From an optimization exercise on the open Yosys and OpenROAD flow, aimed at small area, a short achievable clock period and few clock cycles per item; shortcuts taken in it are not production practice.
Only simulation tests tie the RTL to the original design; equivalence was not proved.
No activity file was given, so power comes from the tool's default toggle rates.

== run 1 ==
// task3
module task3 (
    input  wire        clk,
    input  wire        rst,
    input  wire [2:0]  opcode,
    input  wire [7:0]  in2,
    input  wire [7:0]  in1,
    input  wire [7:0]  in0,
    output wire [23:0] result,
    output wire        done
);
For scale: about 54 I/O pins, roughly 8900 sq um of cells after synthesis.
clock: 11.0 ns
lec_check: 0
abc_area: 1
cap_margin: 20
core_margin: 2
core_utilization: 40
gpl_timing_driven: 1
setup_slack_margin: 5
slew_margin: 20
tns_end_percent: 100
standard.sh (not shown) runs the stock make flow with config.mk's settings and CLKGATE_MAP_FILE= SYNTH_SCRIPT=/design/flow/synth_recipe.tcl, a recipe that flattens the netlist after the stock synthesis.
==> flow/flow/run.sh <==
#!/bin/bash
# Standard layout with port buffers of a faster cell and the timing repair
# aimed at a tighter setup margin. The make output goes to standard.log;
# each ORFS step's full log stays under orfs/logs.
set -o pipefail
bash standard.sh "BUFFER_PORTS_ARGS=-buffer_cell sky130_fd_sc_hd__buf_4" SETUP_SLACK_MARGIN=5 TNS_END_PERCENT=100 finish > standard.log 2>&1
Run 1 completed every stage of the flow, and the final layout passed the timing, design-rule and antenna checks.
Testbench counts of run 1, summed over its fixed seeds: cycles 219,878, ops 160,000.
diff inputs: run 1 => run 2
- removing GPL_TIMING_DRIVEN (formerly 1)
==> flow/flow/run.sh <==
#!/bin/bash
# Standard layout, except: synthesis leaves the adder trees to ABC instead
# of extracting full-adder cells (ADDER_MAP_FILE empty), port buffers use a
# faster cell, and the timing repair aims at a tighter setup margin. The make
# output goes to standard.log; each ORFS step's full log stays under orfs/logs.
set -o pipefail
bash standard.sh ADDER_MAP_FILE= "BUFFER_PORTS_ARGS=-buffer_cell sky130_fd_sc_hd__buf_4" SETUP_SLACK_MARGIN=6 TNS_END_PERCENT=100 finish > standard.log 2>&1
==> results.txt <==
- Between run 2 and run 1, the number of clock buffers in the layout is higher for run 1.
- In run 2, the non-clock buffer count in the final layout came out 30 above the value in run 1.
- Max achievable clock frequency across run 2 and run 1: run 2
- Path length in cells of the critical path came out lower on run 2 than on run 1.
- Post-layout worst setup margin: run 2 > run 1
- Run 2 completed; timing, DRC and antenna clean
Inputs modified between run 2 and run 3:
==> flow/flow/run.sh <==
#!/bin/bash
# Standard layout with port buffers of a faster cell and the timing repair
# aimed at a tighter setup margin. The make output goes to standard.log;
# each ORFS step's full log stays under orfs/logs.
set -o pipefail
bash standard.sh "BUFFER_PORTS_ARGS=-buffer_cell sky130_fd_sc_hd__buf_4" SETUP_SLACK_MARGIN=5 TNS_END_PERCENT=100 finish > standard.log 2>&1
[summary]
Run 3: PASS, flow complete, no timing, DRC or antenna violations
For the number of global-route vias before repair, run 3 came in about 30% lower than run 2 did.
Post-placement setup slack on run 3 is behind run 2.
Measured against run 3, the combinational power of run 2 comes out at 1.19 times the reference value.
Diff run 2 -> run 3: synthesized area dropped 17%; arrival time reported for the critical path endpoint climbed 3260 ps; detailed-routing wirelength on met1 dropped 35%; number of gates resized after cts dropped 51.
Relative to run 3, the following input files were edited for run 4:
- TNS_END_PERCENT changed from 100 to 5
-- flow/flow/run.sh --
<<< run 3, line 5
set -o pipefail
bash standard.sh "BUFFER_PORTS_ARGS=-buffer_cell sky130_fd_sc_hd__buf_4" SETUP_SLACK_MARGIN=5 TNS_END_PERCENT=100 finish > standard.log 2>&1
>>> run 4, line 5
set -o pipefail
bash standard.sh "BUFFER_PORTS_ARGS=-buffer_cell sky130_fd_sc_hd__buf_4" SETUP_SLACK_MARGIN=5 TNS_END_PERCENT=5 finish > standard.log 2>&1
## What came out
- Register fraction of the total cell area across run 3 and run 4: no real change.
- Diff run 4..run 3 | utilization after layout | negligible
- Result for run 3 and run 4: all clean
- Run 4 ended up with S[7]$_DFF_P_ as its capture point of the worst path; run 3 ended up with S[13]$_DFF_P_.
- Run 4 against run 3: worst hold slack went up by 3.3 ps; worst setup slack went down by 46 ps; logic depth of the worst setup path including buffers went up by 2.

* * *

The RTL this note starts from:
==> flow/design.v <==
module task3 (
    input  wire        clk,
    input  wire        rst,
    input  wire [2:0]  opcode,
    input  wire [7:0]  in2,
    input  wire [7:0]  in1,
    input  wire [7:0]  in0,
    output wire [23:0] result,
    output wire        done
);
    wire [7:0] a = in2, b = in1, c = in0;
    reg  [23:0] S, C;         
    reg  [7:0]  ar, yr;       
    reg  [10:0] xr;           
    reg  [1:0]  ph;           
    wire acc = (ph == 2'd0);
    assign done   = acc;
    wire [23:0] P = S + C;
    assign result = P;
    wire is0 = opcode == 3'd0, is1 = opcode == 3'd1, is2 = opcode == 3'd2, is3 = opcode == 3'd3;
    wire is4 = opcode == 3'd4, is5 = opcode == 3'd5, is6 = opcode == 3'd6, is7 = opcode == 3'd7;
    wire [23:0] bz = {16'd0, b};
    wire [23:0] cz = {16'd0, c};
    wire [23:0] bs = {{16{b[7]}}, b};
    wire [23:0] cs = {{16{c[7]}}, c};
    wire [23:0] shr = $signed(cs) >>> b;
    wire [1:0]  s7 = {1'b0, a[7]} + {1'b0, b[7]} + {1'b0, c[7]};
    reg [15:0] X;
    reg [7:0]  Y;
    reg [23:0] F1, F2;
    reg        k1, k13;
    always @(*) begin
        X = 16'd0; Y = 8'd0; F1 = 24'd0; F2 = 24'd0; k1 = 1'b0; k13 = 1'b0;
        case (ph)
            2'd0: begin
                if (is0) begin F1 = bz;  F2 = cz; end
                if (is1) begin F1 = ~bz; F2 = cz; k1 = 1'b1; end
                if (is2) begin X = cs[15:0]; Y = b; F2 = {17'd0, b[7], 6'd0}; end
                if (is3) F1 = shr;
                if (is4) begin X = bs[15:0]; Y = b; F2 = {17'd0, b[7], 6'd0}; end
                if (is5) begin X = cs[15:0]; Y = c; F2 = {17'd0, c[7], 6'd0}; end
                if (is6) begin X = {{8{a[7]}}, a}; Y = 8'd1; F1 = bs; F2 = cs; end
                if (is7) begin X = ~{bs[13:0], 2'b00}; Y = b; F1 = {bs[21:0], 2'b00};
                               F2 = {16'd0, s7, 6'd0}; k13 = 1'b1; end
            end
            2'd1: begin X = P[15:0]; Y = yr; F2 = {17'd0, yr[7], 6'd0}; end
            default: begin X = {{5{xr[10]}}, xr}; Y = yr; F1 = S; F2 = C; end
        endcase
    end
    wire [16:0] xe = {X[15], X};
    wire [8:0]  yb = {Y, 1'b0};
    wire [16:0] v0, v1, v2, v3;
    wire [3:0]  ng;
    genvar j;
    generate for (j = 0; j < 4; j = j + 1) begin : bth
        wire y2 = yb[2*j+2], y1 = yb[2*j+1], y0 = yb[2*j];
        wire one = y1 ^ y0;
        wire two = (y2 & ~y1 & ~y0) | (~y2 & y1 & y0);
        wire [16:0] sel = ({17{one}} & xe) | ({17{two}} & {xe[15:0], 1'b0});
        wire [16:0] v = sel ^ {17{y2}};
        assign ng[j] = y2;
        if (j == 0) assign v0 = v;
        if (j == 1) assign v1 = v;
        if (j == 2) assign v2 = v;
        if (j == 3) assign v3 = v;
    end endgenerate
    wire [23:0] B0 = {5'd0, ~v0[16], v0[16], v0[16], v0[15:0]};
    wire [23:0] B1 = {3'd0, 1'b1, ~v1[16], v1[15:0], 1'b0, ng[0]};
    wire [23:0] B2 = {1'd0, 1'b1, ~v2[16], v2[15:0], 1'b0, ng[1], 1'b0, k1};
    wire [23:0] B3 = {1'b1, ~v3[16], v3[15:0], 1'b0, ng[2], k13, k13, 1'b0, k13};
    function [47:0] csa(input [23:0] x, input [23:0] y, input [23:0] z);
        csa = {x ^ y ^ z, ((x & y) | (x & z) | (y & z)) << 1};
    endfunction
    wire [23:0] s1, c1, s2, c2, s3, c3, s4, c4;
    assign {s1, c1} = csa(B0, B1, B2);
    assign {s2, c2} = csa(B3, F1, F2);
    assign {s3, c3} = csa(s1, c1, s2);
    assign {s4, c4} = csa(s3, c3, c2);
    always @(posedge clk) begin
        S <= s4;
        C <= c4;
        if (acc) begin
            ar <= a;
            yr <= c;
            xr <= {c[7], c[7], c[7], c} * 11'sd6 - 11'sd2;
        end else if (ph == 2'd2) begin
            yr <= ar;
            xr <= {ar[7], ar[7], ar[7], ar} * 11'sd5 + 11'sd8;
        end
        if (rst) ph <= 2'd0;
        else case (ph)
            2'd0: ph <= is5 ? 2'd1 : is7 ? 2'd2 : 2'd0;
            2'd2: ph <= 2'd3;
            default: ph <= 2'd0;
        endcase
    end
endmodule
clock: 11.0 ns
lec_check: 0
cap_margin: 20
core_margin: 2
core_utilization: 40
setup_slack_margin: 5
slew_margin: 20
tns_end_percent: 100
run.sh (not shown) runs the stock make flow with config.mk's settings and CLKGATE_MAP_FILE= SYNTH_SCRIPT=/design/flow/synth_recipe.tcl, a recipe that flattens the netlist after the stock synthesis.
Stock flow here: none of the scripts above is used.
Testbench counts at the start, summed over its fixed seeds: cycles 219,878, ops 160,000.
Next try:
--- a/flow/config.mk
+++ b/flow/config.mk
@@ -6,7 +6,8 @@
 export NUM_CORES = 4
 export LEC_CHECK = 0
+export ABC_AREA = 1
 export CAP_MARGIN = 20
 export CORE_MARGIN = 2
-export CORE_UTILIZATION = 40
+export CORE_UTILIZATION = 60
 export SETUP_SLACK_MARGIN = 5
 export SLEW_MARGIN = 20
The changed run finished with timing, DRC and antenna clean.
Routed wire length decreases by 22%.
Clock-buffer cell count stays the same.
Die area decreases by about 36%.
Final cell count came out lower by 5.5%.
Via count drops by about 13%.
Global-route usage goes up by 7.1 points.
Non-clock buffer count came out lower by 38.
Clock skew barely changes.
Combinational power stays flat.
Next try:
==> flow/flow/run.sh (new file) <==
#!/bin/bash
# Standard layout with port buffers of a faster cell and the timing repair
# aimed at a tighter setup margin. The make output goes to standard.log;
# each ORFS step's full log stays under orfs/logs.
set -o pipefail
bash standard.sh "BUFFER_PORTS_ARGS=-buffer_cell sky130_fd_sc_hd__buf_4" SETUP_SLACK_MARGIN=5.5 TNS_END_PERCENT=100 finish > standard.log 2>&1
==> flow/standard.sh (new file) <==
#!/bin/bash
# synth_recipe.tcl (not shown) runs the flow's synth.tcl, then flattens the netlist and writes it again
# the make line also repeats each setting of config.mk as NAME=value (left out here)
make -C /OpenROAD-flow-scripts/flow DESIGN_CONFIG=/design/flow/config.mk WORK_HOME=/design/flow/orfs CLKGATE_MAP_FILE= SYNTH_SCRIPT=/design/flow/synth_recipe.tcl "${@:-finish}"
--- a/flow/config.mk
+++ b/flow/config.mk
@@ -9,5 +9,5 @@
 export CAP_MARGIN = 20
 export CORE_MARGIN = 2
-export CORE_UTILIZATION = 60
+export CORE_UTILIZATION = 40
 export SETUP_SLACK_MARGIN = 5
 export SLEW_MARGIN = 20
removed: flow/run.sh
Effect: Total power came out higher by 0.80%. Combinational power is about the same. Final cell count is higher by 9.5%.
Next try:
==> flow/flow/run.sh (replaced) <==
#!/bin/bash
# Standard layout with port buffers of a faster cell and the timing repair
# aimed at a tighter setup margin. The make output goes to standard.log;
# each ORFS step's full log stays under orfs/logs.
set -o pipefail
bash standard.sh "BUFFER_PORTS_ARGS=-buffer_cell sky130_fd_sc_hd__buf_4" SETUP_SLACK_MARGIN=5 TNS_END_PERCENT=100 finish > standard.log 2>&1
=> Design area went down by 6.5%; setup slack degrades by 0.33 ns; total power went down by 3.1%; core utilization went down by 3.1 points; wire length went down by 4.0%; flip-flop and latch count is unchanged; non-clock buffer count went down by 45; sequential power barely changes.
Next try:
==> flow/run.sh (new file) <==
#!/bin/bash
# synth_recipe.tcl (not shown) runs the flow's synth.tcl, then flattens the netlist and writes it again
# the make line also repeats each setting of config.mk as NAME=value (left out here)
make -C /OpenROAD-flow-scripts/flow DESIGN_CONFIG=/design/flow/config.mk WORK_HOME=/design/flow/orfs CLKGATE_MAP_FILE= SYNTH_SCRIPT=/design/flow/synth_recipe.tcl finish
removed: flow/flow/run.sh
removed: flow/standard.sh
The new run finished clean.
Fmax shrinks by 0.40%.
Hold slack is worse by 0.0061 ns.
Area after synthesis stays the same.
Wire length grows by 0.40%.
Sequential share of layout area shrinks by 0.41 points.
Total power grows by 2.1%.
Count of clock-buffer cells in the layout does not change.

-- static timing again, ports no longer ideal --
How much do the figures lean on ideal ports? The routed layouts below were timed once more, with nothing changed but the port constraints. Step 1: set_driving_cell puts a clkbuf_16 on clk and a buf_2 on each other input, an assumption about the parent block. Step 2 times the ports against the registers' clock, not the clock port: input delays grow and output delays shrink by t, the midpoint of the rising clock arrivals with the driver on. Three values: ideal, step 1, step 2; two values: the first two.
run	shift t [ns]	slack for setup (ns)	worst hold slack (ns)	latest minus earliest clock arrival (ns)
run 1	0.395	5.223 / 5.247 / 4.852	0.478 / 0.478 / 0.478	0.010 / 0.010
run 2	0.408	6.049 / 6.000 / 5.685	0.511 / 0.511 / 0.511	0.009 / 0.009
run 3	0.395	5.223 / 5.247 / 4.852	0.478 / 0.478 / 0.478	0.010 / 0.010
run 4	0.394	5.177 / 5.201 / 4.807	0.482 / 0.482 / 0.482	0.010 / 0.010
the first run of note 2	0.402	5.110 / 5.137 / 4.735	0.608 / 0.608 / 0.608	0.009 / 0.009
the second run of note 2	0.396	5.115 / 5.140 / 4.745	0.626 / 0.626 / 0.626	0.010 / 0.009
the third run of note 2	0.395	5.551 / 5.542 / 5.148	0.654 / 0.654 / 0.654	0.005 / 0.005
the fourth run of note 2	0.394	5.217 / 5.239 / 4.845	0.654 / 0.654 / 0.654	0.005 / 0.005
the fifth run of note 2	0.397	5.193 / 5.219 / 4.822	0.648 / 0.648 / 0.648	0.007 / 0.007
After both steps every run listed still meets setup and hold. The setup slack of the third run of note 2, which loses most, moves by -0.009 ns with the drivers and by -0.403 ns with both steps.
